Background: an optimization exercise with open tools, aiming at small area, a short achievable clock period and few clock cycles per item. Do not read the settings as production practice.
No functional check of the RTL was part of any run shown here.
Power is estimated from default activity; no workload was simulated.

==> flow/design.v, too long to show whole: its modules and the start of the top module <==
// module median_filter: 1032 lines
module median_filter #(
  parameter WIDTH = 8,
  parameter P_WIN = 5
) (
  input  logic [WIDTH*P_WIN*P_WIN-1:0]  filter_win_in,
  input  logic                          filter_in_vld,
  output logic                          filter_in_rdy,
  output logic [WIDTH-1:0]              filter_data_out,
  output logic                          filter_out_vld,
  input  logic                          filter_out_rdy,
  input  logic [5:0]                    r_mf_threshold,
  input  logic clk,
  input  logic rst_n
);
  // ...
==> flow/run.sh <==
#!/bin/bash
# synth_recipe.tcl (not shown) runs the flow's synth.tcl, then flattens the netlist and writes it again
# the make line also repeats each setting of config.mk as NAME=value (left out here)
make -C /OpenROAD-flow-scripts/flow DESIGN_CONFIG=/design/flow/config.mk WORK_HOME=/design/flow/orfs CLKGATE_MAP_FILE= SYNTH_SCRIPT=/design/flow/synth_recipe.tcl finish
==> flow/config.mk <==
export PLATFORM = sky130hd
export DESIGN_NAME = median_filter
export DESIGN_NICKNAME = median_filter
export VERILOG_FILES = /design/flow/design.v
export SDC_FILE = /design/flow/constraint.sdc
export NUM_CORES = 4
export LEC_CHECK = 0
export CAP_MARGIN = 20
export CORE_MARGIN = 2
export CORE_UTILIZATION = 40
export SLEW_MARGIN = 20
==> flow/constraint.sdc <==
create_clock -name core_clock -period 8.5 [get_ports {clk}]
set_input_delay 1.7000 -clock core_clock [delete_from_list [all_inputs] [get_ports {clk}]]
set_output_delay 1.7000 -clock core_clock [all_outputs]
set_load 0.01 [all_outputs]
==> run summary, run 1 <==
worst slew pin tran: 0.982 ns
1st-pass router iterations: 5
full die area: 58,200 sq um
Net Sw Power: 5.04 mW
HP Class: register to register
Post-synth top cells: dfxtp_1, inv_1, fa_1
CTS tree: built
Slew headroom: 34.4%
Total Power: 11.9 mW
DP Area: 25,400 sq um
PnR worst setup slack: 1.98 ns
prevailing post-synth register cell: dfxtp_1
crit path max-delay cell type: a21oi_4
initial antenna violation count: 5
dpl cells: 2,932
number of synthesized register bits: 456
worst path cell trace: clkdlybuf4s50_1, inv_1, fa_1, fa_1, inv_1, fa_1, fa_1, inv_1, fa_1, inv_1, ha_1, nand4b_1, and2_1, a21oi_4, buf_4, nor3_1, nor3_1
DR top layer: met5
H-tree level count: 2
IO Count: 220
Slew Viols, Final: 0
Internal: 6.87 mW
Post-Synth Simple-Gate Area: 12.0%
M1 WL: 24,700 um
Seq area share: 35.3%
largest net degree at the start of global routing: 67
outcome: no timing/DRC/antenna violations
Max power group: combinational logic
==> run 2: changes to the inputs <==
--- a/flow/config.mk
+++ b/flow/config.mk
@@ -7,5 +7,6 @@
 export LEC_CHECK = 0
 export CAP_MARGIN = 20
 export CORE_MARGIN = 2
-export CORE_UTILIZATION = 40
+export CORE_UTILIZATION = 60
+export SETUP_SLACK_MARGIN = 3.0
 export SLEW_MARGIN = 20
==> run 2 against run 1 <==
Net effect: die area down 33%; sequential cell count unchanged; setup slack improved by 1.1 ns; power grew 3.3%; clock power down 4%; highest routed layer unchanged; maximum frequency rose by 21%; synthesized cell count is the same; register-to-register slack better by 0.09 ns; still clean; synthesized area unchanged; critical endpoint is now q1_21.
==> run summary, run 2 <==
IO Count: 220 (unchanged)
largest net degree at the start of global routing: 68 (was 67)
CTS tree: built (unchanged)
commonest non-fill, non-tap cell in the layout: dfxtp_1 (unchanged)
MaxCap Viol Count: 0 (unchanged)
number of synthesized register bits: 456 (unchanged)
Slew headroom: 25.5% (was 34.4%)
H-tree level count: 2 (unchanged)
worst slew pin tran: 1.12 ns (was 0.982 ns)
dominant cell by count in the synthesized netlist: dfxtp_1 (unchanged)
WL/cell: 20.0 um (was 18.8 um)
outcome: no timing/DRC/antenna violations (unchanged)
Setup violations, final: 0 (unchanged)
final WL: 55,400 um (was 56,700 um)
Total Power: 12.3 mW (was 11.9 mW)
antenna cells: 0 (was 2)
via count: 15,100 (was 14,600)
Starting DRT DRC Count: 963 (was 792)
Synth Net Count: 2,517 (unchanged)
cell taking the most area after synthesis: dfxtp_1 (unchanged)
FFs w/ async S/R, synth: 2.41% (unchanged)
Fmax achieved: 186 MHz (was 153 MHz)
Internal: 7.11 mW (was 6.87 mW)
CTS Buf Count: 45 (was 49)
hold path endpoint: e2_4[3] (was e3_2[1])
Post-synth EDFFs: 40 (unchanged)
share of layout cells above drive strength 1: 10.2% (was 6.60%)
Slew Viols, Final: 0 (unchanged)
DR vias/cell: 5.44 (was 4.84)
vias in the first global route: 15,500 (was 15,600)
r2r endpoint: q3_20 (was q3_1)
min-delay src: e1_4[3] (was e2_2[1])
FF-to-FF path depth: 14 (unchanged)
Top reg by flops: q (unchanged)
Fin Setup TNS: 0 ns (unchanged)
Avg Synthesized Cell Area: 11.2 sq um (unchanged)
IO Port Bufs: 219 (unchanged)
CP Max Fanout: 12 (was 34)
Core ar.: 36,800 sq um (was 55,400 sq um)
final hold vios: 0 (unchanged)
dpl hpwl: 42,500 um (was 46,400 um)
LEAKAGE: 11.8 nW (was 11.5 nW)
period utilization: 63.3% (was 76.7%)
Sink Count: 456 (unchanged)
Horiz. Die Dim: 198 um (was 241 um)
switch share: 42.2% (was 42.3%)
area delta synth->final: 21.1% (was 20.6%)
Netlist Area Pre-Place: 22,500 sq um (unchanged)
Post-synth top cells: dfxtp_1, inv_1, fa_1 (unchanged)
worst reg2reg path startpoint: e2_14[3] (was q2_11)
Hold Path Stages: 0 (unchanged)
RSZ-0062 raised after global routing: false (unchanged)
nets: 2,771 (was 2,744)
GP Congestion: 0.918 (was 0.917)
initial antenna violation count: 3 (was 5)
Clock Pin Slew Worst Setup and Hold Paths: 0.07 ns (about the same)
Rows: 70 (was 86)
Largest register FFs: 40 (unchanged)
clock skew: 0.0259 ns (was 0.0220 ns)
Clk Latency, worst-skew pair: 0.57 ns (was 0.59 ns)
Die Y: 198 um (was 241 um)
DRC: 0 (unchanged)
IR Drop Worst-Case VDD: 0.000379 V (was 0.000472 V)
prevailing post-synth register cell: dfxtp_1 (unchanged)
top cells by area, synth: dfxtp_1, fa_1, edfxtp_1, inv_1, xnor2_1 (unchanged)
full die area: 39,100 sq um (was 58,200 sq um)
Clock Path Buffers: 3 (unchanged)
global-route usage over all layers: 28.9% (was 20.0%)
clock power share: 17.5% (was 18.8%)
WS Path Type: input pin to register (unchanged)
post-synthesis sequential area ratio: 42.5% (unchanged)
Critical Path RT: 8.99 ns (about the same)
1st-pass router iterations: 6 (was 5)
Netlist cell types: 68 (unchanged)
initial core utilization: 61.3% (was 40.7%)
post-synthesis instance total: 2,008 (unchanged)
antenna-violating nets left: 0 (unchanged)
Net Sw Power: 5.19 mW (was 5.04 mW)
HP Class: register to register (unchanged)
FF-to-FF setup slack: 3.28 ns (was 3.19 ns)
gr ovfl total: 0 (unchanged)
CP Launch Type: input pin (unchanged)
CTS hold repair buffers: 0 (unchanged)
Yosys top cell area share: 36.0% (unchanged)
worst path arrival time: 5.87 ns (was 7.02 ns)
Comb power frac: 58.4% (was 56.2%)
warnings from Yosys: 2 (unchanged)
first-pass GRT wire length: 84,400 um (was 87,400 um)
Final min period: 5.38 ns (was 6.52 ns)
Crit. End Element: register (unchanged)
pwr/cell area: 451 nW/um^2 (was 438 nW/um^2)
most frequent cells in the layout: dfxtp_1, inv_1, fa_1, clkdlybuf4s50_1, nand2_1 (unchanged)
sequential power share: 24.1% (was 25.0%)
root buffer cell: clkbuf_16 (unchanged)
-- run 2: cell families (layout without fill, tap and decap cells) --
| kind of cell | count (synthesis) | after routing | synth area share (%) |
|---|---|---|---|
| compound gates | 275 | 276 | 7.70 |
| xor+xnor | 121 | 121 | 4.70 |
| fa+ha+maj | 307 | 307 | 25.4 |
| buf+inv | 346 | 635 | 6.36 |
| flops | 456 | 456 | 42.5 |
| mux | 26 | 26 | 1.30 |
| simple gates | 477 | 478 | 12.0 |
-- run 2: area by class of cell --
| cell class | count | area, sq um |
|---|---|---|
| well taps | 468 | 586 |
| clock inverters | 22 | 289 |
| flip-flops and latches | 456 | 9580 |
| fillers | 2503 | 9500 |
| inverters | 298 | 1120 |
| clock buffers | 62 | 1360 |
| repair buffers | 253 | 2620 |
| multi-input cells | 1208 | 11700 |
-- run 2: stage by stage --
step	std cells	setup slack [ns]	utilization, %	area, sq um	hold WS (ns)
2_1_floorplan	2008	3.01	-	22500	0.310
3_3_place_gp	2650	1.63	68.0	25000	0.310
3_5_place_dp	2650	1.52	68.0	25000	0.312
4_1_cts	2755	3.00	73.3	27000	0.305
5_1_grt	2767	2.96	74.2	27300	0.319
6_report	2767	3.12	74.2	27300	0.311
-- run 2: worst max-delay path by stage --
stage,endpoint,depth (start not counted),from
5_1_grt,q1_21,17,filter_win_in[190]
2_1_floorplan,rc1[3],14,filter_win_in[167]
3_5_place_dp,q1_21,17,filter_win_in[103]
3_3_place_gp,q1_16,17,filter_win_in[103]
6_report,q1_21,17,filter_win_in[102]
4_1_cts,q1_5,17,filter_win_in[30]
-- run 2: metal layers --
metal  global-route usage (%)  share of wire [%]  up-vias
li1                         -                  -     7066
met1                     39.2                 43     7281
met2                     45.5                 45      592
met3                     7.66                9.0      113
met4                     9.77                3.1        2
met5                        0              0.029        -
-- run 2: power groups by stage --
stage	combinational (mW)	clock, mW	sequential (mW)
final	7.19	2.15	2.96
after detailed placement	6.61	0	3.00
after global routing	7.99	2.26	3.01
after global placement	6.50	0	2.99
after floorplan	5.05	0	2.88
after CTS	6.86	2.19	2.96
-- run 2: timing repair --
item,4_1_cts,5_1_grt
gates resized for setup,66,57
gates cloned,2,1
setup buffers,19,9
setup endpoints to repair,33,33
pin swaps,18,19
-- run 2: worst max-delay path: stages --
cell and delay (ns):
dlygate4sd2_1 0.28, or2_2 0.31, fa_2 0.56, inv_1 0.05, fa_2 0.33, inv_2 0.09
fa_2 0.43, fa_2 0.35, inv_2 0.06, fa_2 0.44, nand4b_1 0.29, nand2_2 0.20
a21oi_4 0.08, buf_12 0.15, clkbuf_16 0.17, o21a_1 0.18, nor3_2 0.19
==> run 3: changes to the inputs <==
--- a/flow/config.mk
+++ b/flow/config.mk
@@ -8,5 +8,5 @@
 export CAP_MARGIN = 20
 export CORE_MARGIN = 2
 export CORE_UTILIZATION = 60
-export SETUP_SLACK_MARGIN = 3.0
+export SETUP_SLACK_MARGIN = 4.0
 export SLEW_MARGIN = 20
==> run 3 against run 2 <==
Net effect: still clean on timing, DRC and antenna; sequential power grew 2%; first-iteration DRC count fell by 3.6%; register-to-register slack better by 0.78 ns; critical path depth grew 1; synthesized cell count unchanged; critical endpoint is now q1_18; largest cell class unchanged; largest power group unchanged.
==> run summary, run 3 <==
worst slew pin tran: 0.900 ns (was 1.12 ns)
pwr/cell area: 480 nW/um^2 (was 451 nW/um^2)
Synth Net Count: 2,517 (unchanged)
post-synthesis instance total: 2,008 (unchanged)
Clock Path Buffers: 3 (unchanged)
outcome: no timing/DRC/antenna violations (unchanged)
Post-synth EDFFs: 40 (unchanged)
global-route usage over all layers: 30.2% (was 28.9%)
Clock Pin Slew Worst Setup and Hold Paths: 0.06 ns (was 0.07 ns)
Hold Path Stages: 0 (unchanged)
post-synthesis sequential area ratio: 42.5% (unchanged)
Largest register FFs: 40 (unchanged)
Netlist cell types: 68 (unchanged)
DRC: 0 (unchanged)
RSZ-0062 raised after global routing: true (was false)
Core ar.: 36,800 sq um (unchanged)
Crit. End Element: register (unchanged)
dpl hpwl: 42,700 um (was 42,500 um)
nets: 2,830 (was 2,771)
warnings from Yosys: 2 (unchanged)
MaxCap Viol Count: 0 (unchanged)
clock skew: 0.0146 ns (was 0.0259 ns)
CTS Buf Count: 44 (was 45)
Sink Count: 456 (unchanged)
H-tree level count: 2 (unchanged)
area of the multi-input gates: 12,600 sq um (was 11,700 sq um)
Internal: 7.98 mW (was 7.11 mW)
IR Drop Worst-Case VDD: 0.000426 V (was 0.000379 V)
Critical Path RT: 8.97 ns (was 8.99 ns)
Comb power frac: 63.7% (was 58.4%)
period utilization: 60.8% (was 63.3%)
1st-pass router iterations: 7 (was 6)
DR vias/cell: 5.53 (was 5.44)
cell mode on critical path: fa_2 (unchanged)
Fin Setup TNS: 0 ns (unchanged)
Net Sw Power: 5.81 mW (was 5.19 mW)
WS Path Type: input pin to register (unchanged)
Final min period: 5.17 ns (was 5.38 ns)
CP Launch Type: input pin (unchanged)
final WL: 59,000 um (was 55,400 um)
worst path cell trace: buf_4, or2_4, fa_2, inv_2, fa_2, inv_2, fa_2, fa_2, inv_2, fa_2, nand4b_1, nand2_2, a21oi_4, buf_12, buf_12, clkbuf_16, o21a_1, nor3_2 (was dlygate4sd2_1, or2_2, fa_2, inv_1, fa_2, inv_2, fa_2, fa_2, inv_2, fa_2, nand4b_1, nand2_2, a21oi_4, buf_12, clkbuf_16, o21a_1, nor3_2)
tightest hold margin: 0.319 ns (was 0.311 ns)
clock power share: 14.5% (was 17.5%)
Setup violations, final: 0 (unchanged)
FFs w/ async S/R, synth: 2.41% (unchanged)
Slew headroom: 39.6% (was 25.5%)
area delta synth->final: 27.6% (was 21.1%)
Slew Viols, Final: 0 (unchanged)
Horiz. Die Dim: 198 um (unchanged)
initial core utilization: 61.3% (unchanged)
FF-to-FF path depth: 17 (was 14)
share of layout cells above drive strength 1: 28.5% (was 10.2%)
largest net degree at the start of global routing: 68 (unchanged)
cell taking the most area after synthesis: dfxtp_1 (unchanged)
Fmax achieved: 194 MHz (was 186 MHz)
worst path arrival time: 5.64 ns (was 5.87 ns)
antenna cells: 0 (unchanged)
filler instances: 2,319 (was 2,503)
full die area: 39,100 sq um (unchanged)
switch share: 42.1% (was 42.2%)
GP Congestion: 0.923 (was 0.918)
LEAKAGE: 12.0 nW (was 11.8 nW)
crit path max-delay cell type: fa_2 (unchanged)
final hold vios: 0 (unchanged)
Clk Latency, worst-skew pair: 0.56 ns (was 0.57 ns)
register area: 9780 sq um (was 9580 sq um)
CP Max Fanout: 7 (was 12)
DP Area: 25,300 sq um (was 25,000 sq um)
first-pass GRT wire length: 88,300 um (was 84,400 um)
WL/cell: 20.9 um (was 20.0 um)
via count: 15,600 (was 15,100)
commonest non-fill, non-tap cell in the layout: dfxtp_1 (unchanged)
vias in the first global route: 16,000 (was 15,500)
IO Port Bufs: 219 (unchanged)
Total Power: 13.8 mW (was 12.3 mW)
IO Count: 220 (unchanged)
max incr delay on CP: 0.58 ns (was 0.56 ns)
antenna-violating nets left: 0 (unchanged)
prevailing post-synth register cell: dfxtp_1 (unchanged)
CTS tree: built (unchanged)
CTS hold repair buffers: 0 (unchanged)
Yosys top cell area share: 36.0% (unchanged)
Netlist Area Pre-Place: 22,500 sq um (unchanged)
HP Class: register to register (unchanged)
Rows: 70 (unchanged)
root buffer cell: clkbuf_16 (unchanged)
Starting DRT DRC Count: 928 (was 963)
number of synthesized register bits: 456 (unchanged)
top cells by area, synth: dfxtp_1, fa_1, edfxtp_1, inv_1, xnor2_1 (unchanged)
Top reg by flops: q (unchanged)
gr ovfl total: 0 (unchanged)
initial antenna violation count: 1 (was 3)
final instance area: 28,700 sq um (was 27,300 sq um)
Die Y: 198 um (unchanged)
most frequent cells in the layout: dfxtp_1, inv_1, clkdlybuf4s50_1, fa_1, nand2_1 (was dfxtp_1, inv_1, fa_1, clkdlybuf4s50_1, nand2_1)
Avg Synthesized Cell Area: 11.2 sq um (unchanged)
Post-synth top cells: dfxtp_1, inv_1, fa_1 (unchanged)
sequential power share: 21.8% (was 24.1%)
post-layout util: 78.1% (was 74.2%)
dominant cell by count in the synthesized netlist: dfxtp_1 (unchanged)
-- run 3: area by class of cell --
cell class	instances	area share, %
multi-input cells	1212	43.8
repair buffers	309	11.0
well taps	468	2.04
flip-flops and latches	456	34.0
clock inverters	19	0.688
clock buffers	57	4.50
inverters	298	3.94
-- run 3: cell families (layout without fill, tap and decap cells) --
family	count (synthesis)	after routing	synth area share, %
buffers and inverters	346	683	6.36
muxes	26	26	1.30
AOI/OAI and AO/OA	275	278	7.70
DFF	456	456	42.5
xor gates and xnor gates	121	121	4.70
and+or+nand+nor	477	480	12.0
adders and majority gates	307	307	25.4
-- run 3: repair_timing --
action / 4_1_cts / 5_1_grt
setup buffers: 54 / 22
endpoints found under the setup margin: 101 / 101
gates resized for setup: 398 / 257
pin swaps: 88 / 83
hold endpoints to repair: 0 / 0
cloned: 10 / 6
-- run 3: path summary, 6_finish.rpt --
path | startpoint | to | slack [ns]
setup / recovery | filter_win_in[182] | q1_18 | 3.33
hold / removal | r2[6] | r3[6] | 0.32
setup reg to reg | q1_19 | q2_2 | 4.06
hold reg to reg | r2[6] | r3[6] | 0.32
max in group asynchronous | rst_n | qv[4] | 6.66
min in group asynchronous | rst_n | cnt[2] | 1.49
-- run 3: stage by stage --
step	instances	setup slack, ns
after floorplan	2008	3.21
after global placement	2650	1.72
after detailed placement	2651	1.67
after CTS	2791	3.33
after global routing	2819	3.25
final	2819	3.33
-- run 3: power groups by stage --
stage               sequential [mW]  combinational [mW]  clock [mW]
floorplan                      2.88                5.15           0
global placement               2.99                6.52           0
detailed placement             3.00                6.72           0
CTS                            2.98                7.92        2.03
global route                   3.05                9.56        2.11
finish                         3.01                8.79        1.99
-- run 3: worst max-delay path, delay by kind of cell --
family | cells | cell delay, ns
buffers and inverters | 7 | 0.73
AOI/OAI and AO/OA | 2 | 0.27
and+or+nand+nor | 4 | 0.76
adders and majority gates | 5 | 2.17
-- run 3: routing by layer --
layer / vias up / share of wire (%) / global-route usage [%]
met4: 2 / 3.0 / 9.75
li1: 7187 / - / -
met2: 592 / 45 / 47.4
met1: 7704 / 45 / 42.8
met3: 106 / 7.1 / 5.52
met5: - / 0.015 / 0

==> what the ideal ports hide <==
The results above use ideal ports. As a check the final layouts listed here were re-extracted and re-timed, cells and wires unchanged.
Step 1 assumes that a clkbuf_16 drives the clock port and a buf_2 every other input.
Step 2, shift: input delay + t, output delay - t, t = (earliest + latest rising clock arrival at the registers) / 2. This alone moves slack from input paths to output paths.
Slacks: ideal ports / drivers / drivers and shift; pairs: ideal ports / drivers.
run | shift t [ns] | slack for setup (ns) | worst setup path after step 2 | slew at the worst register clock pin (ns)
run 1 | 0.641 | 1.977 / 2.011 / 1.370 | input to register | 0.07 / 0.07
run 2 | 0.614 | 3.121 / 3.155 / 2.541 | input to register | 0.07 / 0.07
run 3 | 0.611 | 3.334 / 3.339 / 2.728 | input to register | 0.07 / 0.07
After both steps every run listed still meets setup and hold. For run 1, which loses most, drivers alone change the setup slack by +0.034 ns; drivers and shift together by -0.607 ns.
